Source: an optimization exercise on an open RTL-to-GDS flow (aim: a short achievable clock period and few clock cycles). Production flows keep margins and buffers that such runs may drop.
RTL that was checked went through simulation tests only; none was proved equivalent to the original.
For runs 2 and 3, only the layout was checked, not whether the RTL still works.
No driver is modelled on the clock port, so clocking that relies on it looks cheaper here than on a real chip.
Power figures rest on the tool's default switching activity, not on a simulated workload.

===== config.mk =====
export PLATFORM = sky130hd
export DESIGN_NAME = riscv
export DESIGN_NICKNAME = riscv
export VERILOG_FILES = /design/flow/design.v
export SDC_FILE = /design/flow/constraint.sdc
export NUM_CORES = 8
export LEC_CHECK = 0
export CAP_MARGIN = 20
export CORE_MARGIN = 2
export CORE_UTILIZATION = 40
export CTS_CLUSTER_DIAMETER = 150
export CTS_CLUSTER_SIZE = 20
export PLACE_DENSITY = 0.6
export SLEW_MARGIN = 20
export SYNTH_HIERARCHICAL = 1
export TNS_END_PERCENT = 100

===== constraint.sdc =====
create_clock -name core_clock -period 10.0 [get_ports {clk}]
set_input_delay 2.0000 -clock core_clock [delete_from_list [all_inputs] [get_ports {clk}]]
set_output_delay 2.0000 -clock core_clock [all_outputs]
set_load 0.01 [all_outputs]

===== design.v =====
module riscv_if(
	input	[12+1:2]		pcn_i,	 
	input	[16-1:0]		v_i,
	input	[16-1:0]		tk_i,	 
	input	[16-1:0]		ret_i,
	input	[16*12-1:0]	tag_i,
	input	[16*12-1:0]	tgt_i,
	input	[16*2-1:0]		ctr_i,
	input	[12+1:2]		ras_i,
	output	[16-1:0]		match_o,
	output				hit_o,
	output				pred_o,
	output	[1:0]			ctr_o,
	output	[12+1:2]		ptgt_o
);
integer i;
reg	[12+1:2]	t;
reg	[1:0]		c;
reg			r;
always @(*) begin
	t = {12{1'b0}};
	c = 2'd0;
	r = 1'b0;
	for (i = 0; i < 16; i = i + 1) begin
		t = t | ({12{match_o[i]}} & tgt_i[i*12 +: 12]);
		c = c | ({2{match_o[i]}} & ctr_i[i*2 +: 2]);
		r = r | (match_o[i] & ret_i[i]);
	end
end
wire	[16-1:0]	match_p;
riscv_if_match MP(.pcn_i(pcn_i), .v_i(v_i), .tag_i(tag_i), .match_o(match_p));
riscv_if_match MT(.pcn_i(pcn_i), .v_i(v_i), .tag_i(tag_i), .match_o(match_o));
assign	hit_o  = |match_p;
assign	pred_o = |(match_p & tk_i);
assign	ctr_o  = c;
assign	ptgt_o = r ? ras_i : t;
endmodule
module riscv_if_match(
	input	[12+1:2]		pcn_i,	 
	input	[16-1:0]		v_i,
	input	[16*12-1:0]	tag_i,
	output	[16-1:0]		match_o
);
genvar gi;
generate
	for (gi = 0; gi < 16; gi = gi + 1) begin : g_m
		assign match_o[gi] = v_i[gi] & (tag_i[gi*12 +: 12] == ~pcn_i);
	end
endgenerate
endmodule
module riscv_if_static(
	input	[31:0]		pc_i,
	input	[31:0]		inst_i,
	input	[12+1:2]	ras_i,
	input			fus_i,		 
	input	[31:0]		epc_i,		 
	input	[31:12]		esum_i,		 
	output			pred_o,
	output	[31:2]		tgt_o
);
wire	[4:0]	opc = inst_i[6:2];
wire	[4:0]	rd  = inst_i[11:7];
wire	[4:0]	rs1 = inst_i[19:15];
wire	s   = inst_i[31];
wire	jal = (opc == 5'b11011) & (inst_i[19:12] == {8{s}});
wire	bb  = (opc == 5'b11000) & s;
wire	ret = (opc == 5'b11001) & ((rs1 == 5'd1) | (rs1 == 5'd5)) & ~((rd == 5'd1) | (rd == 5'd5));
wire	[12:1]	jimm = {s, inst_i[20], inst_i[30:21]};
wire	[12:1]	bimm = {s, inst_i[7], inst_i[30:25], inst_i[11:8]};
wire	[12:1]	jlo, blo;
wire		jc, bc;
riscv_if_add12 JA(.a_i(pc_i[12:1]), .b_i(jimm), .s_o(jlo), .c_o(jc));
riscv_if_add12 BA(.a_i(pc_i[12:1]), .b_i(bimm), .s_o(blo), .c_o(bc));
wire	[11:0]	flo;
wire		fc;
riscv_if_add12 FA(.a_i(epc_i[11:0]), .b_i(inst_i[31:20]), .s_o(flo), .c_o(fc));
riscv_if_ssel SEL(
	.fus_i(fus_i),
	.fc_i(fc),
	.flo_i(flo[11:2]),
	.fhi_i(esum_i),
	.jal_i(jal),
	.bb_i(bb),
	.ret_i(ret),
	.s_i(s),
	.jc_i(jc),
	.bc_i(bc),
	.jlo_i(jlo[12:2]),
	.blo_i(blo[12:2]),
	.hi_i(pc_i[31:13]),
	.ras_i(ras_i),
	.pred_o(pred_o),
	.tgt_o(tgt_o)
);
endmodule
module riscv_if_ssel(
	input		fus_i,
	input		fc_i,
	input	[11:2]	flo_i,
	input	[31:12]	fhi_i,
	input		jal_i,
	input		bb_i,
	input		ret_i,
	input		s_i,
	input		jc_i,
	input		bc_i,
	input	[12:2]	jlo_i,
	input	[12:2]	blo_i,
	input	[31:13]	hi_i,
	input	[12+1:2]	ras_i,
	output		pred_o,
	output	[31:2]	tgt_o
);
assign	pred_o = jal_i | bb_i | fus_i | ret_i;
assign	tgt_o  = jal_i ? {hi_i, jlo_i} : bb_i ? {hi_i, blo_i} : fus_i ? {fhi_i, flo_i} :
		 {hi_i[31:12+2], ras_i};
endmodule
module riscv_if_add12(
	input	[11:0]	a_i,
	input	[11:0]	b_i,
	output	[11:0]	s_o,
	output		c_o
);
wire	[11:0]	g0, p0, g1, p1, g2, p2, g3, p3, g4, p4;
riscv_if_pg12 PG(.a_i(a_i), .b_i(b_i), .g_o(g0), .p_o(p0));
riscv_alu_pfx #(.D(1), .INV(0), .W(12)) L1(.g_i(g0), .p_i(p0), .g_o(g1), .p_o(p1));
riscv_alu_pfx #(.D(2), .INV(1), .W(12)) L2(.g_i(g1), .p_i(p1), .g_o(g2), .p_o(p2));
riscv_alu_pfx #(.D(4), .INV(0), .W(12)) L3(.g_i(g2), .p_i(p2), .g_o(g3), .p_o(p3));
riscv_alu_pfx #(.D(8), .INV(1), .W(12)) L4(.g_i(g3), .p_i(p3), .g_o(g4), .p_o(p4));
riscv_if_sum12 SU(.p_i(p0), .c_i(g4), .s_o(s_o), .c_o(c_o));
endmodule
module riscv_if_pg12(
	input	[11:0]	a_i,
	input	[11:0]	b_i,
	output	[11:0]	g_o,
	output	[11:0]	p_o
);
assign	g_o = a_i & b_i;
assign	p_o = a_i ^ b_i;
endmodule
module riscv_if_sum12(
	input	[11:0]	p_i,
	input	[11:0]	c_i,
	output	[11:0]	s_o,
	output		c_o
);
assign	s_o = p_i ^ {c_i[10:0], 1'b0};
assign	c_o = c_i[11];
endmodule
module riscv_id(
	input	[31:0]		inst_i,
	output	[4:0]		rd_o,
	output	[4:0]		rs1_o,
	output	[4:0]		rs2_o,
	output			lui_o,
	output			auipc_o,
	output			jal_o,
	output			jalr_o,
	output			br_o,
	output			load_o,
	output			store_o,
	output			use1_o,		 
	output			use2_o,		 
	output			wr_o,		 
	output			rs2b_o,		 
	output			call_o,
	output			ret_o,
	output	[31:0]		imm_o,		 
	output	[31:0]		timm_o,		 
	output	[5:0]		brc_o,		 
	output	[11-1:0]	op_o
);
wire	[31:0]	inst = inst_i;
wire	[4:0]	opc  = inst[6:2];
wire	[2:0]	f3   = inst[14:12];
assign	rd_o  = inst[11:7];
assign	rs1_o = inst[19:15];
assign	rs2_o = inst[24:20];
wire	opimm = (opc == 5'b00100);
wire	op    = (opc == 5'b01100);
assign	lui_o   = (opc == 5'b01101);
assign	auipc_o = (opc == 5'b00101);
assign	jal_o   = (opc == 5'b11011);
assign	jalr_o  = (opc == 5'b11001);
assign	br_o    = (opc == 5'b11000);
assign	load_o  = (opc == 5'b00000);
assign	store_o = (opc == 5'b01000);
assign	use1_o  = jalr_o | br_o | load_o | store_o | opimm | op;
assign	use2_o  = br_o | store_o | op;
assign	wr_o    = lui_o | auipc_o | jal_o | jalr_o | load_o | opimm | op;
assign	rs2b_o  = br_o | op;
wire	rd_link  = (rd_o == 5'd1) | (rd_o == 5'd5);
wire	rs1_link = (rs1_o == 5'd1) | (rs1_o == 5'd5);
assign	call_o  = (jal_o | jalr_o) & rd_link;
assign	ret_o   = jalr_o & rs1_link & ~rd_link;
wire	[31:0]	imm_i = {{20{inst[31]}}, inst[31:20]};
wire	[31:0]	imm_s = {{20{inst[31]}}, inst[31:25], inst[11:7]};
wire	[31:0]	imm_b = {{20{inst[31]}}, inst[7], inst[30:25], inst[11:8], 1'b0};
wire	[31:0]	imm_u = {inst[31:12], 12'b0};
wire	[31:0]	imm_j = {{12{inst[31]}}, inst[19:12], inst[20], inst[30:21], 1'b0};
assign	imm_o  = store_o ? imm_s : (lui_o | auipc_o) ? imm_u : imm_i;
assign	timm_o = jal_o ? imm_j : imm_b;
assign	brc_o = {f3 == 3'd7, f3 == 3'd6, f3 == 3'd5, f3 == 3'd4, f3 == 3'd1, f3 == 3'd0} & {6{br_o}};
wire	alu = op | opimm;
assign	op_o[0]  = lui_o | auipc_o | load_o | store_o | (opimm & f3 == 3'd0) | (op & f3 == 3'd0 & ~inst[30]);
assign	op_o[1]  = op & f3 == 3'd0 & inst[30];
assign	op_o[2]  = alu & f3 == 3'd2;
assign	op_o[3] = alu & f3 == 3'd3;
assign	op_o[4]  = alu & f3 == 3'd4;
assign	op_o[5]   = alu & f3 == 3'd6;
assign	op_o[6]  = alu & f3 == 3'd7;
assign	op_o[7]  = alu & f3 == 3'd1;
assign	op_o[8]  = alu & f3 == 3'd5 & ~inst[30];
assign	op_o[9]  = alu & f3 == 3'd5 & inst[30];
assign	op_o[10] = jal_o | jalr_o;
endmodule
module riscv_alu(
	input	[31:0]		a_i,
	input	[31:0]		b_i,
	input	[11-1:0]	op_i,
	input	[31:0]		pc4_i,
	input	[31:0]		sum_i,		 
	input	[31:0]		diff_i,		 
	input			ltu_i,
	input			lts_i,
	output	[31:0]		res_o
);
wire	[31:0]	sh;
riscv_alu_shift SH(
	.a_i(a_i),
	.sh_i(b_i[4:0]),
	.left_i(op_i[7]),
	.arith_i(op_i[9]),
	.res_o(sh)
);
wire	[31:0]	other;
riscv_alu_other OTH(
	.a_i(a_i),
	.b_i(b_i),
	.op_i(op_i),
	.pc4_i(pc4_i),
	.sh_i(sh),
	.res_o(other)
);
riscv_alu_mux MUX(
	.add_i(op_i[0]),
	.sub_i(op_i[1]),
	.slt_i(op_i[2]),
	.sltu_i(op_i[3]),
	.sum_i(sum_i),
	.diff_i(diff_i),
	.lts_i(lts_i),
	.ltu_i(ltu_i),
	.other_i(other),
	.res_o(res_o)
);
endmodule
module riscv_alu_other(
	input	[31:0]		a_i,
	input	[31:0]		b_i,
	input	[11-1:0]	op_i,
	input	[31:0]		pc4_i,
	input	[31:0]		sh_i,
	output	[31:0]		res_o
);
assign	res_o = ({32{op_i[4]}}  & (a_i ^ b_i)) |
		({32{op_i[5]}}   & (a_i | b_i)) |
		({32{op_i[6]}}  & (a_i & b_i)) |
		({32{op_i[7] | op_i[8] | op_i[9]}} & sh_i) |
		({32{op_i[10]}} & pc4_i);
endmodule
module riscv_alu_mux(
	input		add_i,
	input		sub_i,
	input		slt_i,
	input		sltu_i,
	input	[31:0]	sum_i,
	input	[31:0]	diff_i,
	input		lts_i,
	input		ltu_i,
	input	[31:0]	other_i,
	output	[31:0]	res_o
);
assign	res_o = ({32{add_i}} & sum_i) | ({32{sub_i}} & diff_i) | other_i |
		{31'd0, (slt_i & lts_i) | (sltu_i & ltu_i)};
endmodule
module riscv_alu_shift(
	input	[31:0]	a_i,
	input	[4:0]	sh_i,
	input		left_i,
	input		arith_i,
	output	[31:0]	res_o
);
wire	[31:0]	sl  = a_i << sh_i;
wire	[31:0]	sr  = a_i >> sh_i;
wire	[31:0]	sra = sr | ({32{a_i[31]}} & ~(32'hffffffff >> sh_i));
assign	res_o = left_i ? sl : arith_i ? sra : sr;
endmodule
module riscv_alu_add #(
	parameter SUB = 0
)(
	input	[31:0]	a_i,
	input	[31:0]	b_i,
	output	[31:0]	s_o
);
wire	[31:0]	p0, g0, g1, p1, g2, p2, g3, p3, g4, p4, g5, p5;
riscv_alu_pg #(.SUB(SUB)) PG(.a_i(a_i), .b_i(b_i), .g_o(g0), .p_o(p0));
riscv_alu_pfx #(.D(1),  .INV(0)) L1(.g_i(g0), .p_i(p0), .g_o(g1), .p_o(p1));
riscv_alu_pfx #(.D(2),  .INV(1)) L2(.g_i(g1), .p_i(p1), .g_o(g2), .p_o(p2));
riscv_alu_pfx #(.D(4),  .INV(0)) L3(.g_i(g2), .p_i(p2), .g_o(g3), .p_o(p3));
riscv_alu_pfx #(.D(8),  .INV(1)) L4(.g_i(g3), .p_i(p3), .g_o(g4), .p_o(p4));
riscv_alu_pfx #(.D(16), .INV(0)) L5(.g_i(g4), .p_i(p4), .g_o(g5), .p_o(p5));
riscv_alu_xsum #(.SUB(SUB)) XS(.p_i(p0), .nc_i(g5), .s_o(s_o));
endmodule
module riscv_alu_pg #(
	parameter SUB = 0
)(
	input	[31:0]	a_i,
	input	[31:0]	b_i,
	output	[31:0]	g_o,
	output	[31:0]	p_o
);
wire	[31:0]	b = SUB ? ~b_i : b_i;
assign	p_o = a_i ^ b;
assign	g_o = SUB ? {a_i[31:1] & b[31:1], a_i[0] | b[0]} : (a_i & b);
endmodule
module riscv_alu_pfx #(
	parameter D = 1,
	parameter INV = 0,
	parameter W = 32
)(
	input	[W-1:0]	g_i,
	input	[W-1:0]	p_i,
	output	[W-1:0]	g_o,
	output	[W-1:0]	p_o
);
genvar i;
generate
	for (i = 0; i < W; i = i + 1) begin : g_b
		if (i < D) begin : g_pass
			assign g_o[i] = ~g_i[i];
			assign p_o[i] = ~p_i[i];
		end else if (INV == 0) begin : g_aoi
			assign g_o[i] = ~(g_i[i] | (p_i[i] & g_i[i-D]));
			assign p_o[i] = ~(p_i[i] & p_i[i-D]);
		end else begin : g_oai
			assign g_o[i] = ~(g_i[i] & (p_i[i] | g_i[i-D]));
			assign p_o[i] = ~(p_i[i] | p_i[i-D]);
		end
	end
endgenerate
endmodule
module riscv_alu_xsum #(
	parameter SUB = 0
)(
	input	[31:0]	p_i,
	input	[31:0]	nc_i,
	output	[31:0]	s_o
);
assign	s_o = p_i ^ {~nc_i[30:0], SUB ? 1'b1 : 1'b0};
endmodule
module riscv_ex(
	input		valid_i,
	input		btaken_i,	 
	input	[31:0]	jsum_i,		 
	input		jne_i,		 
	input	[31:0]	btgt_i,		 
	input		bne_i,		 
	input	[31:0]	pc4_i,
	input		br_i,
	input		jal_i,
	input		jalr_i,
	input		pred_i,		 
	output		mispred_o,
	output		taken_o,
	output	[31:0]	tgt_o,
	output	[31:0]	redir_o
);
wire	mis_t   = ~pred_i | bne_i;
wire	mis_oth = jal_i  ? mis_t :
		  jalr_i ? (~pred_i | jne_i) : pred_i;
wire	mis_br  = btaken_i ? mis_t : pred_i;
assign	mispred_o = valid_i & (br_i ? mis_br : mis_oth);
assign	taken_o   = jal_i | jalr_i | (br_i & btaken_i);
assign	tgt_o     = jalr_i ? {jsum_i[31:1], 1'b0} : btgt_i;
assign	redir_o   = br_i ? (btaken_i ? btgt_i : pc4_i) : (jal_i | jalr_i) ? tgt_o : pc4_i;
endmodule
module riscv_ex_cmp(
	input	[31:0]	a_i,
	input	[31:0]	b_i,
	input	[5:0]	brc_i,		 
	output		eq_o,
	output		ltu_o,
	output		lts_o,
	output		taken_o		 
);
wire	[31:0]	g0 = {1'b0, ~a_i[30:0] & b_i[30:0]};
wire	[31:0]	e0 = {1'b1, ~(a_i[30:0] ^ b_i[30:0])};
wire	[15:0]	g1, e1;
wire	[7:0]	g2, e2;
wire	[3:0]	g3, e3;
wire	[1:0]	g4, e4;
wire		g5, e5;
riscv_ex_cmpl #(.W(16), .INV(0)) C1(.g_i(g0), .e_i(e0), .g_o(g1), .e_o(e1));
riscv_ex_cmpl #(.W(8),  .INV(1)) C2(.g_i(g1), .e_i(e1), .g_o(g2), .e_o(e2));
riscv_ex_cmpl #(.W(4),  .INV(0)) C3(.g_i(g2), .e_i(e2), .g_o(g3), .e_o(e3));
riscv_ex_cmpl #(.W(2),  .INV(1)) C4(.g_i(g3), .e_i(e3), .g_o(g4), .e_o(e4));
riscv_ex_cmpl #(.W(1),  .INV(0)) C5(.g_i(g4), .e_i(e4), .g_o(g5), .e_o(e5));
riscv_ex_cmpf CF(.a31_i(a_i[31]), .b31_i(b_i[31]), .ng_i(g5), .ne_i(e5), .brc_i(brc_i),
	.eq_o(eq_o), .ltu_o(ltu_o), .lts_o(lts_o), .taken_o(taken_o));
endmodule
module riscv_ex_cmpl #(
	parameter W = 1,
	parameter INV = 0
)(
	input	[2*W-1:0]	g_i,
	input	[2*W-1:0]	e_i,
	output	[W-1:0]		g_o,
	output	[W-1:0]		e_o
);
genvar i;
generate
	for (i = 0; i < W; i = i + 1) begin : g_b
		if (INV == 0) begin : g_aoi
			assign g_o[i] = ~(g_i[2*i+1] | (e_i[2*i+1] & g_i[2*i]));
			assign e_o[i] = ~(e_i[2*i+1] & e_i[2*i]);
		end else begin : g_oai
			assign g_o[i] = ~(g_i[2*i+1] & (e_i[2*i+1] | g_i[2*i]));
			assign e_o[i] = ~(e_i[2*i+1] | e_i[2*i]);
		end
	end
endgenerate
endmodule
module riscv_ex_cmpf(
	input		a31_i,
	input		b31_i,
	input		ng_i,
	input		ne_i,
	input	[5:0]	brc_i,
	output		eq_o,
	output		ltu_o,
	output		lts_o,
	output		taken_o
);
wire	e31 = ~(a31_i ^ b31_i);
assign	eq_o  = e31 & ~ne_i;
assign	ltu_o = (~a31_i & b31_i) | (e31 & ~ng_i);
assign	lts_o = (a31_i & ~b31_i) | (e31 & ~ng_i);
assign	taken_o = (brc_i[0] & eq_o) | (brc_i[1] & ~eq_o) | (brc_i[2] & lts_o) | (brc_i[3] & ~lts_o) |
		  (brc_i[4] & ltu_o) | (brc_i[5] & ~ltu_o);
endmodule
module riscv_ex_sumeq(
	input	[31:0]	a_i,
	input	[31:0]	b_i,
	input	[31:0]	k_i,
	output		ne_o
);
wire	[31:0]	x, r, g;
wire	[30:0]	ok;
riscv_ex_xor2 X1(.a_i(a_i), .b_i(b_i), .y_o(x));
riscv_ex_xor2 X2(.a_i(x), .b_i(k_i), .y_o(r));
riscv_ex_sumeq_g G(.a_i(a_i), .b_i(b_i), .x_i(x), .r_i(r), .g_o(g));
riscv_ex_sumeq_ok K(.r_i(r), .g_i(g), .a0_i(a_i[0]), .b0_i(b_i[0]), .ok_o(ok));
riscv_ex_and31 A(.x_i(ok), .yn_o(ne_o));
endmodule
module riscv_ex_xor2(
	input	[31:0]	a_i,
	input	[31:0]	b_i,
	output	[31:0]	y_o
);
assign	y_o = a_i ^ b_i;
endmodule
module riscv_ex_sumeq_g(
	input	[31:0]	a_i,
	input	[31:0]	b_i,
	input	[31:0]	x_i,
	input	[31:0]	r_i,
	output	[31:0]	g_o
);
assign	g_o = (a_i & b_i) | (x_i & r_i);
endmodule
module riscv_ex_sumeq_ok(
	input	[31:0]	r_i,
	input	[31:0]	g_i,
	input		a0_i,
	input		b0_i,
	output	[30:0]	ok_o
);
assign	ok_o = {~(r_i[31:2] ^ g_i[30:1]), ~(r_i[1] ^ (a0_i & b0_i))};
endmodule
module riscv_ex_and31(
	input	[30:0]	x_i,
	output		yn_o
);
wire	[7:0]	n1;
wire	[3:0]	a2;
riscv_ex_nand4 #(.W(8)) L1(.x_i({1'b1, x_i}), .y_o(n1));
riscv_ex_nor2  #(.W(4)) L2(.x_i(n1), .y_o(a2));
riscv_ex_nand4 #(.W(1)) L3(.x_i(a2), .y_o(yn_o));
endmodule
module riscv_ex_nand4 #(
	parameter W = 1
)(
	input	[4*W-1:0]	x_i,
	output	[W-1:0]		y_o
);
genvar i;
generate
	for (i = 0; i < W; i = i + 1) begin : g_b
		assign y_o[i] = ~&x_i[4*i +: 4];
	end
endgenerate
endmodule
module riscv_ex_nor4 #(
	parameter W = 1
)(
	input	[4*W-1:0]	x_i,
	output	[W-1:0]		y_o
);
genvar i;
generate
	for (i = 0; i < W; i = i + 1) begin : g_b
		assign y_o[i] = ~|x_i[4*i +: 4];
	end
endgenerate
endmodule
module riscv_ex_nor2 #(
	parameter W = 1
)(
	input	[2*W-1:0]	x_i,
	output	[W-1:0]		y_o
);
genvar i;
generate
	for (i = 0; i < W; i = i + 1) begin : g_b
		assign y_o[i] = ~|x_i[2*i +: 2];
	end
endgenerate
endmodule
module riscv_ex_nand2 #(
	parameter W = 1
)(
	input	[2*W-1:0]	x_i,
	output	[W-1:0]		y_o
);
genvar i;
generate
	for (i = 0; i < W; i = i + 1) begin : g_b
		assign y_o[i] = ~&x_i[2*i +: 2];
	end
endgenerate
endmodule
module riscv_wb(
	input	[31:0]		pc_i,
	input			stall_i,
	input			pred_i,
	input	[12+1:2]	ptgt_i,
	output	[31:0]		next_o,
	output	[31:0]		pc4_o
);
assign	pc4_o  = pc_i + 32'd4;
assign	next_o = stall_i ? pc_i :
		 pred_i  ? {pc_i[31:12+2], ptgt_i, 2'b00} : pc4_o;
endmodule
module riscv_wb_s(
	input			en_i,
	input			stall_i,
	input			pred_i,		 
	input			spred_i,	 
	input	[31:2]		stgt_i,
	input	[31:0]		next_i,
	output	[31:0]		next_o
);
wire	use_s = ~stall_i & ~pred_i & spred_i;
wire	sel_s = en_i & use_s;
wire	sel_o = en_i & ~use_s;
assign	next_o = ({32{sel_s}} & {stgt_i, 2'b00}) | ({32{sel_o}} & next_i);
endmodule
module riscv_wb_f(
	input			mispred_i,
	input	[31:0]		redir_i,
	input	[31:0]		next_i,
	output	[31:0]		next_o
);
assign	next_o = mispred_i ? redir_i : next_i;
endmodule
module riscv_register(
	input	[32*32-1:0]	rf_i,
	input	[4:0]		idx_i,
	output	[31:0]		val_o
);
wire	[31:0]	sel0, sel1, sel2, sel3;
riscv_register_dec DEC0(.idx_i(idx_i), .sel_o(sel0));
riscv_register_dec DEC1(.idx_i(idx_i), .sel_o(sel1));
riscv_register_dec DEC2(.idx_i(idx_i), .sel_o(sel2));
riscv_register_dec DEC3(.idx_i(idx_i), .sel_o(sel3));
genvar b;
generate
	for (b = 0; b < 32; b = b + 1) begin : g_bit
		wire	[31:0]	col;
		wire	[15:0]	l1;
		wire	[3:0]	l2;
		wire	[1:0]	l3;
		genvar r;
		for (r = 0; r < 32; r = r + 1) begin : g_col
			assign col[r] = rf_i[r*32 + b];
		end
		riscv_register_aoi22 L1(.s_i(b < 8 ? sel0 : b < 16 ? sel1 : b < 24 ? sel2 : sel3), .d_i(col), .y_o(l1));
		riscv_ex_nand4 #(.W(4)) L2(.x_i(l1), .y_o(l2));
		riscv_ex_nor2  #(.W(2)) L3(.x_i(l2), .y_o(l3));
		riscv_ex_nand2 #(.W(1)) L4(.x_i(l3), .y_o(val_o[b]));
	end
endgenerate
endmodule
module riscv_register_dec(
	input	[4:0]	idx_i,
	output	[31:0]	sel_o
);
genvar i;
generate
	for (i = 0; i < 32; i = i + 1) begin : g_d
		assign sel_o[i] = (i != 0) && (idx_i == i);
	end
endgenerate
endmodule
module riscv_register_aoi22(
	input	[31:0]	s_i,
	input	[31:0]	d_i,
	output	[15:0]	y_o
);
genvar i;
generate
	for (i = 0; i < 16; i = i + 1) begin : g_b
		assign y_o[i] = ~((s_i[2*i] & d_i[2*i]) | (s_i[2*i+1] & d_i[2*i+1]));
	end
endgenerate
endmodule
module riscv_stall(
	input	[4:0]	rs1_i,
	input	[4:0]	rs2_i,
	input		use1_i,
	input		use2_i,
	input		e_fwd_i,	 
	input		e_load_i,	 
	input	[4:0]	e_rd_i,
	input		m_fwd_i,	 
	input	[4:0]	m_rd_i,
	output		h1e_o,
	output		h1m_o,
	output		h2e_o,
	output		h2m_o,
	output		stall_o
);
wire	eq1 = (e_rd_i == rs1_i);
wire	eq2 = (e_rd_i == rs2_i);
assign	h1e_o = e_fwd_i & eq1;
assign	h1m_o = m_fwd_i & (m_rd_i == rs1_i);
assign	h2e_o = e_fwd_i & eq2;
assign	h2m_o = m_fwd_i & (m_rd_i == rs2_i);
assign	stall_o = e_load_i & ((use1_i & eq1) | (use2_i & eq2));
endmodule
module riscv_forward(
	input		sel_e_i,
	input	[31:0]	e_i,
	input		sel_r_i,
	input	[31:0]	r_i,
	input	[31:0]	o_i,
	output	[31:0]	val_o
);
assign	val_o = sel_e_i ? e_i : sel_r_i ? r_i : o_i;
endmodule
module riscv_forward_pre(
	input		sel_m_i,	 
	input		sel_x_i,	 
	input	[31:0]	m_i,
	input	[31:0]	x_i,
	output	[31:0]	val_o
);
assign	val_o = ({32{sel_m_i}} & m_i) | ({32{sel_x_i}} & x_i);
endmodule
module riscv(
	input	wire		clk,
	input	wire		rst,		 
	input	wire	[31:0]	inst_i,		 
	output	wire	[31:0]	inst_addr_o,	 
	output	wire		inst_ce_o,	 
	input	wire	[31:0]	data_i,		 
	output	wire		data_we_o,	 
	output	wire		data_ce_o,	 
	output	wire	[31:0]	data_addr_o,	 
	output	wire	[31:0]	data_o		 
);
assign	inst_ce_o = 1'b1;
assign	data_ce_o = 1'b1;
reg	[31:0]	pc_out;
reg	[31:0]	pc;
reg	[12+1:2]	pc_btb_n;	 
reg		e_valid;
reg	[31:0]	e_pc;
reg	[31:0]	e_pc4;
reg	[31:0]	e_a;		 
reg	[31:0]	e_b;		 
reg	[31:0]	e_s;		 
reg	[31:0]	e_timm;		 
reg	[4:0]	e_rd;
reg		e_we;		 
reg		e_load;
reg		e_store;
reg		e_br;
reg		e_jal;
reg		e_jalr;
reg		e_auipc;
reg		e_call;
reg		e_ret;
reg	[5:0]	e_brc;		 
reg	[11-1:0]	e_op;	 
reg		e_pred;		 
reg	[31:2]	e_ptgt;		 
reg		e_hit;		 
reg	[16-1:0]	e_match;	 
reg	[1:0]	e_ctr;		 
reg	[2:0]	e_it, e_tr;	 
reg		e_lc;
reg		m_valid;
reg	[31:0]	m_addr;
reg	[31:0]	m_res_n;
reg	[31:0]	m_sd;
reg		m_we_mem;
reg	[4:0]	m_rd;
reg		m_we;
reg		m_load;
reg	[31:0]	rf [1:31];
reg	[31:0]	rf_v;		 
reg	[16-1:0]	btb_v;
reg	[16-1:0]	btb_tk;		 
reg	[16-1:0]	btb_ret;	 
reg	[12+1:2]	btb_tag [0:16-1];
reg	[12+1:2]	btb_tgt [0:16-1];
reg	[1:0]	btb_ctr [0:16-1];
reg	[2:0]	btb_it  [0:16-1];
reg	[2:0]	btb_tr  [0:16-1];
reg	[16-1:0]	btb_lc;
reg	[16-1:0]	btb_rr;		 
reg	[12+1:2]	ras0, ras1, ras2, ras3;
reg		u_btb;
reg		u_alloc;
reg	[16-1:0]	u_sel;
reg	[12+1:2]	u_tag;
reg	[12+1:2]	u_atgt;		 
reg	[12+1:2]	u_ptgt;		 
reg		u_taken, u_hit, u_v, u_jmp, u_ret;
reg	[1:0]	u_octr;
reg		u_bwd;
reg	[2:0]	u_oit, u_otr;
reg		u_olc;
reg		u_call, u_pop;
reg	[12+1:2]	u_link;
wire	[31:0]	m_res = ~m_res_n;
wire	[31:0]	m_val = m_load ? data_i : m_res;
wire	[31:0]	sum, diff;
wire		ltu, lts, eq, btaken;
riscv_alu_add #(.SUB(0)) ADD(.a_i(e_a), .b_i(e_b), .s_o(sum));
riscv_alu_add #(.SUB(1)) SUB(.a_i(e_a), .b_i(e_b), .s_o(diff));
riscv_ex_cmp CMP(.a_i(e_a), .b_i(e_b), .brc_i(e_brc), .eq_o(eq), .ltu_o(ltu), .lts_o(lts), .taken_o(btaken));
wire	[31:0]	res;
riscv_alu ALU(
	.a_i(e_a),
	.b_i(e_b),
	.op_i(e_op),
	.pc4_i(e_pc4),
	.sum_i(sum),
	.diff_i(diff),
	.ltu_i(ltu),
	.lts_i(lts),
	.res_o(res)
);
wire	[31:0]	e_pfull = {e_ptgt, 2'b00};
wire	[31:0]	btgt;
wire		jne, bne;
riscv_alu_add BTGT(.a_i(e_pc), .b_i(e_timm), .s_o(btgt));
riscv_ex_sumeq JOK(.a_i(e_a), .b_i(e_b), .k_i(e_pfull), .ne_o(jne));
riscv_ex_sumeq BOK(.a_i(e_pc), .b_i(e_timm), .k_i(e_pfull), .ne_o(bne));
wire		mispred;
wire		act_taken;
wire	[31:0]	act_tgt;
wire	[31:0]	redir_pc;
riscv_ex BR(
	.valid_i(e_valid),
	.btaken_i(btaken),
	.jsum_i(sum),
	.jne_i(jne),
	.btgt_i(btgt),
	.bne_i(bne),
	.pc4_i(e_pc4),
	.br_i(e_br),
	.jal_i(e_jal),
	.jalr_i(e_jalr),
	.pred_i(e_pred),
	.mispred_o(mispred),
	.taken_o(act_taken),
	.tgt_o(act_tgt),
	.redir_o(redir_pc)
);
wire	[4:0]	rd, rs1, rs2;
wire		d_lui, d_auipc, d_jal, d_jalr, d_br, d_load, d_store;
wire		d_use1, d_use2, d_wr, d_rs2b, d_call, d_ret;
wire	[31:0]	d_imm, d_timm;
wire	[5:0]	d_brc;
wire	[11-1:0]	d_op;
riscv_id DEC(
	.inst_i(inst_i),
	.rd_o(rd),
	.rs1_o(rs1),
	.rs2_o(rs2),
	.lui_o(d_lui),
	.auipc_o(d_auipc),
	.jal_o(d_jal),
	.jalr_o(d_jalr),
	.br_o(d_br),
	.load_o(d_load),
	.store_o(d_store),
	.use1_o(d_use1),
	.use2_o(d_use2),
	.wr_o(d_wr),
	.rs2b_o(d_rs2b),
	.call_o(d_call),
	.ret_o(d_ret),
	.imm_o(d_imm),
	.timm_o(d_timm),
	.brc_o(d_brc),
	.op_o(d_op)
);
wire	[32*32-1:0]	rf_flat;
assign	rf_flat[31:0] = 32'd0;
genvar gi;
generate
	for (gi = 1; gi < 32; gi = gi + 1) begin : g_rf
		assign rf_flat[gi*32 +: 32] = rf[gi] & {32{rf_v[gi]}};
	end
endgenerate
wire	[31:0]	rf1, rf2;
riscv_register RD1(.rf_i(rf_flat), .idx_i(rs1), .val_o(rf1));
riscv_register RD2(.rf_i(rf_flat), .idx_i(rs2), .val_o(rf2));
wire	h1e, h1m, h2e, h2m, stall;
riscv_stall HAZ(
	.rs1_i(rs1),
	.rs2_i(rs2),
	.use1_i(d_use1),
	.use2_i(d_use2),
	.e_fwd_i(e_valid & e_we),
	.e_load_i(e_valid & e_load & e_we),
	.e_rd_i(e_rd),
	.m_fwd_i(m_valid & m_we),
	.m_rd_i(m_rd),
	.h1e_o(h1e),
	.h1m_o(h1m),
	.h2e_o(h2e),
	.h2m_o(h2m),
	.stall_o(stall)
);
wire	a_reg = ~d_auipc & ~d_lui;
wire	[31:0]	pre_a, pre_b, pre_s, opa, opb, ops;
riscv_forward_pre PA(.sel_m_i(a_reg & h1m), .sel_x_i(d_auipc), .m_i(m_val), .x_i(pc), .val_o(pre_a));
riscv_forward_pre PB(.sel_m_i(d_rs2b & h2m), .sel_x_i(~d_rs2b), .m_i(m_val), .x_i(d_imm), .val_o(pre_b));
riscv_forward_pre PS(.sel_m_i(h2m), .sel_x_i(1'b0), .m_i(m_val), .x_i(32'd0), .val_o(pre_s));
riscv_forward FA(.sel_e_i(a_reg & h1e), .e_i(res), .sel_r_i(a_reg & ~h1m), .r_i(rf1), .o_i(pre_a), .val_o(opa));
riscv_forward FB(.sel_e_i(d_rs2b & h2e), .e_i(res), .sel_r_i(d_rs2b & ~h2m), .r_i(rf2), .o_i(pre_b), .val_o(opb));
riscv_forward FS(.sel_e_i(h2e), .e_i(res), .sel_r_i(~h2m), .r_i(rf2), .o_i(pre_s), .val_o(ops));
wire	[16*12-1:0]	bt_flat;
wire	[16*12-1:0]	bg_flat;
wire	[16*2-1:0]		bc_flat;
generate
	for (gi = 0; gi < 16; gi = gi + 1) begin : g_btb
		assign bt_flat[gi*12 +: 12] = btb_tag[gi];
		assign bg_flat[gi*12 +: 12] = btb_tgt[gi];
		assign bc_flat[gi*2 +: 2] = btb_ctr[gi];
	end
endgenerate
wire	[16-1:0]	f_match;
reg	[2:0]	f_it, f_tr;
integer fi;
always @(*) begin
	f_it = 3'd0;
	f_tr = 3'd0;
	for (fi = 0; fi < 16; fi = fi + 1) begin
		f_it = f_it | ({3{f_match[fi]}} & btb_it[fi]);
		f_tr = f_tr | ({3{f_match[fi]}} & btb_tr[fi]);
	end
end
wire		f_hit, f_pred;
wire	[1:0]	f_ctr;
wire	[12+1:2]	f_ptgt;
riscv_if BTB(
	.pcn_i(pc_btb_n),
	.v_i(btb_v),
	.tk_i(btb_tk),
	.ret_i(btb_ret),
	.tag_i(bt_flat),
	.tgt_i(bg_flat),
	.ctr_i(bc_flat),
	.ras_i(ras0),
	.match_o(f_match),
	.hit_o(f_hit),
	.pred_o(f_pred),
	.ctr_o(f_ctr),
	.ptgt_o(f_ptgt)
);
wire		s_pred;
wire	[31:2]	s_tgt;
riscv_if_static SP(
	.pc_i(pc),
	.inst_i(inst_i),
	.ras_i(ras0),
	.fus_i(d_jalr & e_auipc & h1e),
	.epc_i(e_pc),
	.esum_i(sum[31:12]),
	.pred_o(s_pred),
	.tgt_o(s_tgt)
);
wire	s_use = ~f_hit & s_pred;
wire	[31:0]	next_pc, next_pc_out, next_pc_b, next_pc_s, next_pc_so, pc4;
riscv_wb NPC(
	.pc_i(pc),
	.stall_i(stall),
	.pred_i(f_pred),
	.ptgt_i(f_ptgt),
	.next_o(next_pc_b),
	.pc4_o(pc4)
);
riscv_wb_s NPCS(
	.en_i(1'b1),
	.stall_i(stall),
	.pred_i(f_pred),
	.spred_i(s_use),
	.stgt_i(s_tgt),
	.next_i(next_pc_b),
	.next_o(next_pc_s)
);
riscv_wb_f NPCF(.mispred_i(mispred), .redir_i(redir_pc), .next_i(next_pc_s), .next_o(next_pc));
riscv_wb_s NPCSO(
	.en_i(~rst),
	.stall_i(stall),
	.pred_i(f_pred),
	.spred_i(s_use),
	.stgt_i(s_tgt),
	.next_i(next_pc_b),
	.next_o(next_pc_so)
);
riscv_wb_f NPCFO(.mispred_i(mispred), .redir_i(redir_pc), .next_i(next_pc_so), .next_o(next_pc_out));
always @(posedge clk) begin
	pc_out   <= next_pc_out;
	pc_btb_n <= ~next_pc_out[12+1:2];
end
always @(posedge clk or posedge rst) begin
	if (rst) begin
		pc <= 32'd0;
	end else begin
		pc <= next_pc;
	end
end
assign	inst_addr_o = pc_out;
always @(posedge clk or posedge rst) begin
	if (rst) begin
		e_valid <= 1'b0;
	end else begin
		e_valid <= ~mispred & ~stall;
	end
end
always @(posedge clk) begin
	e_pc    <= pc;
	e_pc4   <= pc4;
	e_a     <= opa;
	e_b     <= opb;
	e_s     <= ops;
	e_timm  <= d_timm;
	e_rd    <= rd;
	e_we    <= d_wr & (rd != 5'd0);
	e_load  <= d_load;
	e_store <= d_store;
	e_br    <= d_br;
	e_jal   <= d_jal;
	e_jalr  <= d_jalr;
	e_auipc <= d_auipc;
	e_call  <= d_call;
	e_ret   <= d_ret;
	e_brc   <= d_brc;
	e_op    <= d_op;
	e_pred  <= f_pred | s_use;
	e_ptgt  <= f_hit ? {pc[31:12+2], f_ptgt} : s_tgt;
	e_hit   <= f_hit;
	e_match <= f_match;
	e_ctr   <= f_ctr;
	e_it    <= f_it;
	e_tr    <= f_tr;
	e_lc    <= |(f_match & btb_lc);
end
always @(posedge clk or posedge rst) begin
	if (rst) begin
		m_valid  <= 1'b0;
	end else begin
		m_valid  <= e_valid;
	end
end
always @(posedge clk) begin
	m_we_mem <= ~rst & e_valid & e_store;
	m_addr   <= res;
	m_res_n  <= ~res;
	m_sd     <= e_s;
	m_rd     <= e_rd;
	m_we     <= e_we;
	m_load   <= e_load;
end
assign	data_addr_o = m_addr;
assign	data_o      = m_sd;
assign	data_we_o   = m_we_mem;
always @(posedge clk) begin
	if (m_valid & m_we)
		rf[m_rd] <= m_val;
end
integer k;
always @(posedge clk or posedge rst) begin
	if (rst) begin
		rf_v <= 32'd0;
	end else if (m_valid & m_we) begin
		for (k = 1; k < 32; k = k + 1)
			if (m_rd == k)
				rf_v[k] <= 1'b1;
	end
end
wire	e_ctl = e_br | e_jal | e_jalr;
always @(posedge clk or posedge rst) begin
	if (rst) begin
		u_btb   <= 1'b0;
		u_alloc <= 1'b0;
		u_call  <= 1'b0;
		u_pop   <= 1'b0;
	end else begin
		u_btb   <= e_valid & (act_taken | e_hit);
		u_alloc <= e_valid & act_taken & ~e_hit;
		u_call  <= e_valid & e_call;
		u_pop   <= e_valid & e_ret;
	end
end
always @(posedge clk) begin
	u_sel   <= e_hit ? e_match : btb_rr;
	u_tag   <= e_pc[12+1:2];
	u_atgt  <= act_tgt[12+1:2];
	u_ptgt  <= e_ptgt[12+1:2];
	u_taken <= act_taken;
	u_hit   <= e_hit;
	u_octr  <= e_ctr;
	u_bwd   <= e_br & e_timm[31];
	u_oit   <= e_it;
	u_otr   <= e_tr;
	u_olc   <= e_lc;
	u_v     <= e_ctl;
	u_jmp   <= e_jal | e_jalr;
	u_ret   <= e_ret;
	u_link  <= e_pc4[12+1:2];
end
wire	[1:0]	u_ctr = ~u_hit ? 2'd2 :
			u_taken ? ((u_octr == 2'd3) ? 2'd3 : u_octr + 2'd1) :
				  ((u_octr == 2'd0) ? 2'd0 : u_octr - 2'd1);
wire	[2:0]	u_it  = ~u_taken ? 3'd0 : ~u_hit ? 3'd1 : (u_oit == 3'd7) ? 3'd7 : u_oit + 3'd1;
wire	[2:0]	u_tr  = ~u_hit ? 3'd7 : ~u_taken ? u_oit : u_otr;
wire		u_lc  = ~u_hit ? 1'b0 : u_taken ? u_olc : (u_oit == u_otr) & (u_oit != 3'd7);
wire		u_tk  = u_jmp | (u_ctr[1] & ~(u_bwd & u_lc & (u_it == u_tr)));
wire	[12+1:2]	u_tgt = u_taken ? u_atgt : u_ptgt;
integer j;
always @(posedge clk or posedge rst) begin
	if (rst) begin
		btb_v  <= {16{1'b0}};
		btb_rr <= {{(16-1){1'b0}}, 1'b1};
	end else begin
		if (u_btb)
			btb_v <= (btb_v & ~u_sel) | ({16{u_v}} & u_sel);
		if (u_alloc)
			btb_rr <= {btb_rr[16-2:0], btb_rr[16-1]};
	end
end
always @(posedge clk) begin
	for (j = 0; j < 16; j = j + 1) begin
		if (u_btb & u_sel[j]) begin
			btb_tk[j]  <= u_tk;
			btb_ret[j] <= u_ret;
			btb_tag[j] <= u_tag;
			btb_tgt[j] <= u_tgt;
			btb_ctr[j] <= u_ctr;
			btb_it[j]  <= u_it;
			btb_tr[j]  <= u_tr;
			btb_lc[j]  <= u_lc;
		end
	end
end
always @(posedge clk or posedge rst) begin
	if (rst) begin
		ras0 <= {12{1'b0}};
		ras1 <= {12{1'b0}};
		ras2 <= {12{1'b0}};
		ras3 <= {12{1'b0}};
	end else if (u_call & u_pop) begin
		ras0 <= u_link;
	end else if (u_call) begin
		ras0 <= u_link;
		ras1 <= ras0;
		ras2 <= ras1;
		ras3 <= ras2;
	end else if (u_pop) begin
		ras0 <= ras1;
		ras1 <= ras2;
		ras2 <= ras3;
	end
end
endmodule

===== flow/run.sh =====
#!/bin/bash
set -u
here=$(pwd)
bash standard.sh SETUP_SLACK_MARGIN=6.7 POST_CTS_TCL="$here/flow/post_cts.tcl" finish > standard_flow.log 2>&1

===== flow/post_cts.tcl =====
# Sourced by ORFS at the end of its CTS step: one more setup repair, this
# time without the platform's cell-footprint restriction, then legalize.
puts "post_cts.tcl: extra repair_timing"
repair_timing -setup -setup_margin 6.7 -repair_tns 100 -max_passes 50 -verbose
detailed_placement
check_placement -verbose

===== standard.sh =====
#!/bin/bash
# synth_recipe.tcl (not shown) runs the flow's synth.tcl, then flattens the netlist and writes it again
# the make line also repeats each setting of config.mk as NAME=value (left out here)
make -C /OpenROAD-flow-scripts/flow DESIGN_CONFIG=/design/flow/config.mk WORK_HOME=/design/flow/orfs CLKGATE_MAP_FILE= SYNTH_SCRIPT=/design/flow/synth_recipe.tcl "${@:-finish}"

==> results.toml, run 1 <==
[sta]
setup_tns_ns = 0
setup_viol = 0
clock_skew_ns = 0.140
worstMarginPinSlew_ns = 1.22
hold_viol_final = 0
max_freq_mhz = 269
slew_violations = 0
rsz0062_at_grt = "true"
fin_crit_ns = 3.71
finalCritPeriodShare = 0.371
whs_ns = 0.282
relSlewSlack = 0.183

[cells_and_area]
stdcell_area_sq_mm = 0.149
fin_cells = 15500
syn2layout_area_growth_pct = 21.4
drive_above_1_share = 0.341
finalNetCount = 11500

[min_path]
whs_path_depth = 0
min_to = "u_otr[1]"
hold_path_class = "flop to flop"
hold_start = "e_tr[1]"

[setup_path]
start_kind = "primary input"
r2r_cells = 18
crit_type = "primary input to flop"
path_cells = "buf_6 > buf_12 > buf_6 > xnor2_2 > nand3_2 > o22ai_4 > and2_4 > or2_4 > nor4_4 > buf_4 > buf_12 > nand4_1 > xnor2_1 > nand2_1 > mux2i_1 > mux2_4"
end_kind = "flop"
cp_slowest_stage_delay_ns = 0.28
slowest_stage = "or2_4"
worst-r2r-setup-slack_ns = 6.35
cp_max_fo = 6
r2r_end = "pc_out[30]"
worstPathRequired_ns = 10.78
rr_startpoint = "pc_btb_n[9]"
crit_arrival_ns = 4.50

[synthesis]
syn-cell-area_sq_mm = 0.123
syn_avg_cell_area_sq_um = 11.8
synthCells = 10400
yosysWarnings = 13

[power]
p_per_area_mw_per_mm2 = 142
clockPowerShare = 0.260
power.leakage_nw = 51.0
vdd.ir_drop.worst_uv = 153
p_int_w = 0.0144
power_w = 0.0212
pwr-share-comb = 0.248
p_switching_w = 0.00683
p_seq_frac = 0.491
p_sw_frac = 0.322

[grt]
grt-ovfl-total = 0
grt_max_degree = 69
grt_pass1_wl_um = 694000
grt.total_usage = 0.312
antenna_found_initial = 38
grt_pass1_vias = 91400

[placed_design]
dpl.cell_count = 14500
port_buffers = 160
place.gp.congestion = 1.02
place_area_sq_mm = 0.130
place_hpwl_um = 325000

[drt]
drt_iter0_drc = 11100
drc = 0
drtPass1Iterations = 6
wl_per_cell_um = 32.5
vias = 94100
viasPerCell = 6.09
routed_wl_um = 502000
ant_nets = 0

[floorplanning]
die-area_sq_mm = 0.311
rows = 203
fp.dieW_um = 558
die_height_um = 558
core_sq_mm = 0.306
start_util = 0.402
num_io_pins = 165

[status]
status = "finished clean"

[job]
maxCapViolCount = 0

[clock_network]
clk_latency_ns = 0.97
cts_tree = "yes"
cts.sinks = 2208
clkSlewWorstSetupHoldPaths_ns = 0.09
layout by cell type, fill, tap and decap left out, drive strengths merged, types with 101 or more instances in the layout:
cell type  count
edfxtp      1552
a22oi       1067
and2        1027
buf          984
nand2        742
nor2         729
xor2         560
dfxtp        507
o21ai        385
nand4        382
inv          371
a21oi        361
mux2         263
a22o         251
mux2i        245
ha           234
clkbuf       227
xnor2        208
dfrtp        148
conb         120
nand3        101
state kept, by name, indices dropped and copies added (netlist names), 48 cells and up, named ones only:
signal / flops
btb_tgt: 192
btb_tr: 48
btb_tag: 192
rf: 992
btb_it: 48
critical path, delay by kind of cell:
| family | cells | cell delay, ns |
|---|---|---|
| xor gates and xnor gates | 2 | 0.32 |
| buffers and inverters | 5 | 0.68 |
| muxes | 2 | 0.35 |
| AOI/OAI and AO/OA | 1 | 0.10 |
| and+or+nand+nor | 6 | 1.03 |
power by group through the flow:
stage / logic, W / clock network, W / registers, W
2_1_floorplan: 0.00272 / 0 / 0.0104
3_3_place_gp: 0.00418 / 0 / 0.0106
3_5_place_dp: 0.00424 / 0 / 0.0106
5_1_grt: 0.00546 / 0.00590 / 0.0104
6_report: 0.00527 / 0.00552 / 0.0104
per-stage QoR:
stage	setup WS (ns)	util
floorplan	4.89	-
global placement	3.34	0.426
detailed placement	3.34	0.426
global route	6.18	0.488
finish	6.29	0.488
area by class of cell:
type	count	area, sq um
fillers	26800	157000
multi-input cells	7461	64100
flip-flops and latches	2208	60700
repair buffers	1071	13900
well taps	4100	5130
clock buffers	209	3460
inverters	373	1430
clock inverters	7	92.6
diodes	21	52.6
metal layers:
metal / track usage / wire length [um]
met3: 0.0469 / 39900
met1: 0.411 / 203000
met2: 0.502 / 231000
met5: 0 / 79
met4: 0.147 / 28500
worst max path at each step:
stage / start / end / slack (ns) / cells after the start
after floorplan: rst / pc_out[2] / 4.89 / 6
after global placement: inst_i[5] / pc_out[1] / 3.34 / 11
after detailed placement: inst_i[5] / pc_out[1] / 3.34 / 11
after global routing: pc_btb_n[9] / pc_out[30] / 6.18 / 18
final: inst_i[15] / pc_out[30] / 6.29 / 16
Testbench counts, summed over its fixed seeds: cycles 149,965.
==> inputs of run 2 (changes only) <==
--- a/design.v
+++ b/design.v
@@ -52,7 +52,8 @@
 	input	[31:0]		pc_i,
 	input	[31:0]		inst_i,
 	input	[12+1:2]	ras_i,
-	input			fus_i,		 
+	input			eauipc_i,	 
+	input	[4:0]		erd_i,		 
 	input	[31:0]		epc_i,		 
 	input	[31:12]		esum_i,		 
 	output			pred_o,
@@ -65,6 +66,7 @@
 wire	jal = (opc == 5'b11011) & (inst_i[19:12] == {8{s}});
 wire	bb  = (opc == 5'b11000) & s;
 wire	ret = (opc == 5'b11001) & ((rs1 == 5'd1) | (rs1 == 5'd5)) & ~((rd == 5'd1) | (rd == 5'd5));
+wire	fus_i = (opc == 5'b11001) & eauipc_i & (rs1 == erd_i);
 wire	[12:1]	jimm = {s, inst_i[20], inst_i[30:21]};
 wire	[12:1]	bimm = {s, inst_i[7], inst_i[30:25], inst_i[11:8]};
 wire	[12:1]	jlo, blo;
@@ -552,29 +554,27 @@
 endmodule
 module riscv_wb(
 	input	[31:0]		pc_i,
-	input			stall_i,
 	input			pred_i,
 	input	[12+1:2]	ptgt_i,
 	output	[31:0]		next_o,
 	output	[31:0]		pc4_o
 );
 assign	pc4_o  = pc_i + 32'd4;
-assign	next_o = stall_i ? pc_i :
-		 pred_i  ? {pc_i[31:12+2], ptgt_i, 2'b00} : pc4_o;
+assign	next_o = pred_i ? {pc_i[31:12+2], ptgt_i, 2'b00} : pc4_o;
 endmodule
 module riscv_wb_s(
 	input			en_i,
+	input	[31:0]		pc_i,
 	input			stall_i,
-	input			pred_i,		 
 	input			spred_i,	 
 	input	[31:2]		stgt_i,
 	input	[31:0]		next_i,
 	output	[31:0]		next_o
 );
-wire	use_s = ~stall_i & ~pred_i & spred_i;
-wire	sel_s = en_i & use_s;
-wire	sel_o = en_i & ~use_s;
-assign	next_o = ({32{sel_s}} & {stgt_i, 2'b00}) | ({32{sel_o}} & next_i);
+wire	sel_p = en_i & stall_i;
+wire	sel_s = en_i & ~stall_i & spred_i;
+wire	sel_o = en_i & ~stall_i & ~spred_i;
+assign	next_o = ({32{sel_p}} & pc_i) | ({32{sel_s}} & {stgt_i, 2'b00}) | ({32{sel_o}} & next_i);
 endmodule
 module riscv_wb_f(
 	input			mispred_i,
@@ -587,7 +587,7 @@
 module riscv_register(
 	input	[32*32-1:0]	rf_i,
 	input	[4:0]		idx_i,
-	output	[31:0]		val_o
+	output	[63:0]		nval_o		 
 );
 wire	[31:0]	sel0, sel1, sel2, sel3;
 riscv_register_dec DEC0(.idx_i(idx_i), .sel_o(sel0));
@@ -600,15 +600,13 @@
 		wire	[31:0]	col;
 		wire	[15:0]	l1;
 		wire	[3:0]	l2;
-		wire	[1:0]	l3;
 		genvar r;
 		for (r = 0; r < 32; r = r + 1) begin : g_col
 			assign col[r] = rf_i[r*32 + b];
 		end
 		riscv_register_aoi22 L1(.s_i(b < 8 ? sel0 : b < 16 ? sel1 : b < 24 ? sel2 : sel3), .d_i(col), .y_o(l1));
 		riscv_ex_nand4 #(.W(4)) L2(.x_i(l1), .y_o(l2));
-		riscv_ex_nor2  #(.W(2)) L3(.x_i(l2), .y_o(l3));
-		riscv_ex_nand2 #(.W(1)) L4(.x_i(l3), .y_o(val_o[b]));
+		riscv_ex_nor2  #(.W(2)) L3(.x_i(l2), .y_o(nval_o[2*b +: 2]));
 	end
 endgenerate
 endmodule
@@ -663,11 +661,17 @@
 	input		sel_e_i,
 	input	[31:0]	e_i,
 	input		sel_r_i,
-	input	[31:0]	r_i,
+	input	[63:0]	nr_i,		 
 	input	[31:0]	o_i,
 	output	[31:0]	val_o
 );
-assign	val_o = sel_e_i ? e_i : sel_r_i ? r_i : o_i;
+genvar i;
+generate
+	for (i = 0; i < 32; i = i + 1) begin : g_b
+		wire	r = ~(nr_i[2*i] & nr_i[2*i+1]);
+		assign val_o[i] = sel_e_i ? e_i[i] : sel_r_i ? r : o_i[i];
+	end
+endgenerate
 endmodule
 module riscv_forward_pre(
 	input		sel_m_i,	 
@@ -838,9 +842,9 @@
 		assign rf_flat[gi*32 +: 32] = rf[gi] & {32{rf_v[gi]}};
 	end
 endgenerate
-wire	[31:0]	rf1, rf2;
-riscv_register RD1(.rf_i(rf_flat), .idx_i(rs1), .val_o(rf1));
-riscv_register RD2(.rf_i(rf_flat), .idx_i(rs2), .val_o(rf2));
+wire	[63:0]	rf1n, rf2n;
+riscv_register RD1(.rf_i(rf_flat), .idx_i(rs1), .nval_o(rf1n));
+riscv_register RD2(.rf_i(rf_flat), .idx_i(rs2), .nval_o(rf2n));
 wire	h1e, h1m, h2e, h2m, stall;
 riscv_stall HAZ(
 	.rs1_i(rs1),
@@ -863,9 +867,9 @@
 riscv_forward_pre PA(.sel_m_i(a_reg & h1m), .sel_x_i(d_auipc), .m_i(m_val), .x_i(pc), .val_o(pre_a));
 riscv_forward_pre PB(.sel_m_i(d_rs2b & h2m), .sel_x_i(~d_rs2b), .m_i(m_val), .x_i(d_imm), .val_o(pre_b));
 riscv_forward_pre PS(.sel_m_i(h2m), .sel_x_i(1'b0), .m_i(m_val), .x_i(32'd0), .val_o(pre_s));
-riscv_forward FA(.sel_e_i(a_reg & h1e), .e_i(res), .sel_r_i(a_reg & ~h1m), .r_i(rf1), .o_i(pre_a), .val_o(opa));
-riscv_forward FB(.sel_e_i(d_rs2b & h2e), .e_i(res), .sel_r_i(d_rs2b & ~h2m), .r_i(rf2), .o_i(pre_b), .val_o(opb));
-riscv_forward FS(.sel_e_i(h2e), .e_i(res), .sel_r_i(~h2m), .r_i(rf2), .o_i(pre_s), .val_o(ops));
+riscv_forward FA(.sel_e_i(a_reg & h1e), .e_i(res), .sel_r_i(a_reg & ~h1m), .nr_i(rf1n), .o_i(pre_a), .val_o(opa));
+riscv_forward FB(.sel_e_i(d_rs2b & h2e), .e_i(res), .sel_r_i(d_rs2b & ~h2m), .nr_i(rf2n), .o_i(pre_b), .val_o(opb));
+riscv_forward FS(.sel_e_i(h2e), .e_i(res), .sel_r_i(~h2m), .nr_i(rf2n), .o_i(pre_s), .val_o(ops));
 wire	[16*12-1:0]	bt_flat;
 wire	[16*12-1:0]	bg_flat;
 wire	[16*2-1:0]		bc_flat;
@@ -911,7 +915,8 @@
 	.pc_i(pc),
 	.inst_i(inst_i),
 	.ras_i(ras0),
-	.fus_i(d_jalr & e_auipc & h1e),
+	.eauipc_i(e_valid & e_we & e_auipc),
+	.erd_i(e_rd),
 	.epc_i(e_pc),
 	.esum_i(sum[31:12]),
 	.pred_o(s_pred),
@@ -921,7 +926,6 @@
 wire	[31:0]	next_pc, next_pc_out, next_pc_b, next_pc_s, next_pc_so, pc4;
 riscv_wb NPC(
 	.pc_i(pc),
-	.stall_i(stall),
 	.pred_i(f_pred),
 	.ptgt_i(f_ptgt),
 	.next_o(next_pc_b),
@@ -929,8 +933,8 @@
 );
 riscv_wb_s NPCS(
 	.en_i(1'b1),
+	.pc_i(pc),
 	.stall_i(stall),
-	.pred_i(f_pred),
 	.spred_i(s_use),
 	.stgt_i(s_tgt),
 	.next_i(next_pc_b),
@@ -939,8 +943,8 @@
 riscv_wb_f NPCF(.mispred_i(mispred), .redir_i(redir_pc), .next_i(next_pc_s), .next_o(next_pc));
 riscv_wb_s NPCSO(
 	.en_i(~rst),
+	.pc_i(pc),
 	.stall_i(stall),
-	.pred_i(f_pred),
 	.spred_i(s_use),
 	.stgt_i(s_tgt),
 	.next_i(next_pc_b),
==> results.toml, run 2 <==
[status]
status = "finished clean"

[drt]
drtPass1Iterations = 7
wl_per_cell_um = 31.8
drc = 0
vias = 94500
ant_nets = 0
drt_iter0_drc = 10700
viasPerCell = 6.11
routed_wl_um = 492000

[cells_and_area]
syn2layout_area_growth_pct = 19.5
finalNetCount = 11500
drive_above_1_share = 0.333
reg.largest.list = "rf x992, btb_tag x192, btb_tgt x192"
layout_commonest_cell = "edfxtp_1"
ff_latch_area_sq_mm = 0.0607
top_register = "rf"
multi_input_area_sq_mm = 0.0641
post-route-util = 0.480
largest_reg_flops = 992
fillCellCount = 27300
final_cell_mix = "1552 x edfxtp_1, 1025 x a22oi_2, 1004 x and2_1, 579 x xor2_1, 548 x nand2_1"

[sta]
clock_skew_ns = 0.0845
worstMarginPinSlew_ns = 1.23
fin_crit_ns = 4.19
relSlewSlack = 0.178
max_freq_mhz = 239
slew_violations = 0
whs_ns = 0.268
hold_viol_final = 0
rsz0062_at_grt = "true"
setup_tns_ns = 0
finalCritPeriodShare = 0.419
setup_viol = 0
setup_slack_ns = 5.81

[grt]
met3_usage = 0.0601
grt.total_usage = 0.301
grt_use_met2 = 0.480
met1_usage = 0.388
busiest_layer = "met2"
antenna_found_initial = 36
grt_pass1_wl_um = 686000
grt-ovfl-total = 0
grt_pass1_vias = 92500
grt_max_degree = 72

[clock_network]
clk_latency_ns = 0.89
clkSlewWorstSetupHoldPaths_ns = 0.09
cts_tree = "yes"
cts.sinks = 2208

[min_path]
min_to = "u_otr[2]"
hold_path_class = "flop to flop"
hold_start = "e_tr[2]"
whs_path_depth = 0

[placed_design]
dp_slack_ns = 3.01
port_buffers = 160
place_hpwl_um = 320000
place.gp.congestion = 1.00

[setup_path]
worst-r2r-setup-slack_ns = 5.97
cp_max_fo = 7
rr_startpoint = "pc_btb_n[7]"
cp_slowest_stage_delay_ns = 0.48
slowest_stage = "a2111oi_4"
crit_type = "primary input to flop"
end_kind = "flop"
cp-startpoint = "inst_i[17]"
cp_common_cell = "buf_16"
path_cells = "buf_16 > buf_16 > buf_6 > buf_8 > nor2_4 > nand3_2 > a2111oi_4 > buf_6 > nor2_4 > nand2_1 > nor2b_4 > buf_12 > buf_12 > buf_16 > mux2_4 > o211a_1 > mux2_4"
crit_arrival_ns = 4.92
start_kind = "primary input"
r2r_cells = 17
worstPathRequired_ns = 10.73
r2r_end = "pc[1]"

[floorplanning]
core_sq_mm = 0.308
die-area_sq_mm = 0.314
start_util = 0.402
die_height_um = 560
fp.dieW_um = 560
rows = 204
num_io_pins = 165

[power]
power.leakage_nw = 51.4
p_per_area_mw_per_mm2 = 140
vdd.ir_drop.worst_uv = 181

[synthesis]
syn_avg_cell_area_sq_um = 11.9
synthCells = 10400
syn-cell-area_sq_mm = 0.124
yosysWarnings = 13

[job]
maxCapViolCount = 0
## run 2: how the worst max path moves through the flow
stage                 end  cells after the start  slack (ns)
2_1_floorplan  pc_out[10]                      4        4.97
3_3_place_gp   pc_out[31]                     13        3.10
3_5_place_dp   pc_out[31]                     11        3.01
5_1_grt        pc_out[14]                     14        5.75
6_report       pc_out[28]                     17        5.81
## run 2: power breakdown
part	internal (W)	total, W	switching [W]
Sequential	0.0100	0.0104	0.000381
Combinational	0.00175	0.00478	0.00303
Clock	0.00229	0.00548	0.00318
Total	0.0141	0.0207	0.00659
## run 2: stage by stage
| step | instance area (sq um) | power (W) | std cells |
|---|---|---|---|
| 2_1_floorplan | 127000 | 0.0131 | 10500 |
| 5_1_grt | 148000 | 0.0213 | 15500 |
| 3_5_place_dp | 132000 | 0.0147 | 14500 |
| 6_report | 148000 | 0.0207 | 15500 |
| 3_3_place_gp | 132000 | 0.0146 | 14500 |
## run 2: area by class of cell
class	count	share of cell area
Timing Repair Buffer	1068	0.0881
Antenna cell	23	0.000389
Tap cell	4120	0.0348
Inverter	372	0.00957
Clock buffer	208	0.0225
Multi-Input combinational cell	7467	0.433
Clock inverter	9	0.00151
Sequential cell	2208	0.410
## run 2: worst max-delay path: cells and delay by family
family / cells / cell delay, ns
buffers and inverters: 8 / 1.15
AOI/OAI and AO/OA: 2 / 0.69
muxes: 2 / 0.56
and+or+nand+nor: 5 / 0.44
## run 2: per-layer routing
layer | vias up | part of all wire
met3 | 1077 | 0.084
met4 | 2 | 0.062
met1 | 48300 | 0.40
met2 | 4683 | 0.46
met5 | - | 0.000028
li1 | 40400 | -
==> inputs of run 3 (changes only) <==
--- a/design.v
+++ b/design.v
@@ -63,10 +63,10 @@
 wire	[4:0]	rd  = inst_i[11:7];
 wire	[4:0]	rs1 = inst_i[19:15];
 wire	s   = inst_i[31];
-wire	jal = (opc == 5'b11011) & (inst_i[19:12] == {8{s}});
-wire	bb  = (opc == 5'b11000) & s;
-wire	ret = (opc == 5'b11001) & ((rs1 == 5'd1) | (rs1 == 5'd5)) & ~((rd == 5'd1) | (rd == 5'd5));
-wire	fus_i = (opc == 5'b11001) & eauipc_i & (rs1 == erd_i);
+wire	jal  = (opc == 5'b11011);
+wire	jalr = (opc == 5'b11001);
+wire	bb   = (opc == 5'b11000) & s;
+wire	fus_i = eauipc_i & (rs1 == erd_i);
 wire	[12:1]	jimm = {s, inst_i[20], inst_i[30:21]};
 wire	[12:1]	bimm = {s, inst_i[7], inst_i[30:25], inst_i[11:8]};
 wire	[12:1]	jlo, blo;
@@ -83,7 +83,6 @@
 	.fhi_i(esum_i),
 	.jal_i(jal),
 	.bb_i(bb),
-	.ret_i(ret),
 	.s_i(s),
 	.jc_i(jc),
 	.bc_i(bc),
@@ -91,6 +90,7 @@
 	.blo_i(blo[12:2]),
 	.hi_i(pc_i[31:13]),
 	.ras_i(ras_i),
+	.jalr_i(jalr),
 	.pred_o(pred_o),
 	.tgt_o(tgt_o)
 );
@@ -102,7 +102,6 @@
 	input	[31:12]	fhi_i,
 	input		jal_i,
 	input		bb_i,
-	input		ret_i,
 	input		s_i,
 	input		jc_i,
 	input		bc_i,
@@ -110,10 +109,11 @@
 	input	[12:2]	blo_i,
 	input	[31:13]	hi_i,
 	input	[12+1:2]	ras_i,
+	input		jalr_i,
 	output		pred_o,
 	output	[31:2]	tgt_o
 );
-assign	pred_o = jal_i | bb_i | fus_i | ret_i;
+assign	pred_o = jal_i | bb_i | jalr_i;
 assign	tgt_o  = jal_i ? {hi_i, jlo_i} : bb_i ? {hi_i, blo_i} : fus_i ? {fhi_i, flo_i} :
 		 {hi_i[31:12+2], ras_i};
 endmodule
==> results.toml, run 3 <==
[floorplanning]
die-area_sq_mm = 0.314
core_sq_mm = 0.308
num_io_pins = 165
start_util = 0.401
fp.dieW_um = 560
rows = 204
die_height_um = 560

[synthesis]
synthCells = 10400
syn-cell-area_sq_mm = 0.124
syn_avg_cell_area_sq_um = 11.9
yosysWarnings = 13

[sta]
setup_tns_ns = 0
relSlewSlack = 0.185
hold_viol_final = 0
max_freq_mhz = 252
slew_violations = 0
setup_viol = 0
worstMarginPinSlew_ns = 1.22
whs_ns = 0.329
clock_skew_ns = 0.112
finalCritPeriodShare = 0.396
rsz0062_at_grt = "true"
fin_crit_ns = 3.96

[grt]
grt-ovfl-total = 0
antenna_found_initial = 27
grt_pass1_vias = 93700
grt_pass1_wl_um = 708000
grt_max_degree = 68
grt.total_usage = 0.313

[drt]
vias = 95700
ant_nets = 0
drc = 0
wl_per_cell_um = 32.8
drt_iter0_drc = 10800
drtPass1Iterations = 6
routed_wl_um = 512000
viasPerCell = 6.12

[cells_and_area]
largest_reg_flops = 992
layout_commonest_cell = "edfxtp_1"
fillCellCount = 26900
reg.largest.list = "rf x992, btb_tag x192, btb_tgt x192"
syn2layout_area_growth_pct = 23.0
fin_cells = 15600
top_register = "rf"
final_cell_mix = "1552 x edfxtp_1, 1026 x a22oi_2, 1003 x and2_1, 584 x xor2_1, 574 x buf_4"
finalNetCount = 11700
drive_above_1_share = 0.358

[power]
p_seq_frac = 0.492
pwr-share-comb = 0.249
p_per_area_mw_per_mm2 = 140
power_w = 0.0213
vdd.ir_drop.worst_uv = 178
p_switching_w = 0.00686
p_sw_frac = 0.321
power.leakage_nw = 53.6
clockPowerShare = 0.259
p_int_w = 0.0145

[setup_path]
crit_arrival_ns = 4.70
slowest_stage = "a22oi_2"
path_cells = "buf_12 > buf_16 > buf_4 > buf_8 > buf_6 > buf_8 > buf_8 > or3b_4 > buf_4 > nor2_4 > buf_12 > a22oi_2 > nand4_1 > nor2_4 > and3_4 > o31ai_2"
end_kind = "flop"
cp_max_fo = 8
cp_common_cell = "buf_8"
cp_top_family = "buffers and inverters"
cp_slowest_stage_delay_ns = 0.30
start_kind = "primary input"
worstPathRequired_ns = 10.73
crit_type = "primary input to flop"
critPathBufInv = 9

[job]
maxCapViolCount = 0

[placed_design]
dpl.cell_count = 14500
place_hpwl_um = 320000
port_buffers = 160
place.gp.congestion = 0.986

[status]
status = "finished clean"

[clock_network]
cts.sinks = 2208
cts_tree = "yes"
clkSlewWorstSetupHoldPaths_ns = 0.08
clk_latency_ns = 0.97

[min_path]
hold_path_class = "flop to flop"
-- run 3: final timing paths --
check | cells past startpoint | slack, ns | to | start
max | 16 | 6.04 | e_a[3] | inst_i[16]
min | 0 | 0.33 | m_sd[27] | e_s[27]
max reg2reg | 16 | 6.16 | pc[25] | pc_btb_n[8]
min reg2reg | 0 | 0.33 | m_sd[27] | e_s[27]
max in group asynchronous | 4 | 7.17 | pc[15] | rst
min in group asynchronous | 3 | 1.66 | pc[2] | rst
-- run 3: area by class of cell --
type / count / area, sq um / area share
multi-input combinational: 7463 / 65400 / 0.430
clock buffer: 215 / 3490 / 0.0229
timing repair buffer: 1233 / 15900 / 0.104
sequential: 2208 / 60800 / 0.399
clock inverter: 5 / 70.1 / 0.000460
timing repair inverter: 1 / 5.00 / 0.0000329
tap: 4120 / 5150 / 0.0339
antenna: 19 / 47.5 / 0.000312
inverter: 370 / 1420 / 0.00931
-- run 3: power by group through the flow --
stage / combinational, W / clock (W) / sequential, W
2_1_floorplan: 0.00284 / 0 / 0.0105
3_3_place_gp: 0.00422 / 0 / 0.0107
3_5_place_dp: 0.00428 / 0 / 0.0107
5_1_grt: 0.00549 / 0.00590 / 0.0105
6_report: 0.00531 / 0.00553 / 0.0105
-- run 3: worst reg2reg max path, cell delays in order (launching register included) --
cell	delay, ns
dfxtp_4	0.38
buf_12	0.15
buf_12	0.15
xor2_1	0.19
nand4_1	0.15
nor4_4	0.08
a22o_1	0.19
a221oi_1	0.30
nand4_1	0.24
clkbuf_16	0.26
nand3b_1	0.21
buf_12	0.19
nor3_1	0.22
xor2_1	0.15
mux2_4	0.31
o211a_1	0.22
mux2_4	0.26
-- run 3: layer usage --
metal / global-route usage / up-vias / wire [um]
li1: - / 40800 / -
met2: 0.499 / 4903 / 233000
met5: 0 / - / 62
met3: 0.0545 / 1158 / 44200
met1: 0.407 / 48900 / 203000
met4: 0.160 / 8 / 32000
-- run 3: through the flow --
stage	setup WS [ns]	area, sq um	utilization
floorplan	4.97	127000	-
global placement	3.67	132000	0.429
detailed placement	3.56	132000	0.429
global route	6.10	152000	0.494
finish	6.04	152000	0.494

Check on run 3: ideal ports give 6.038 ns setup slack; a clkbuf_16 on the clock port and buf_2 on the inputs give 6.103 ns; moving port delays by the midpoint clock arrival (1.018 ns) as well gives 5.084 ns.
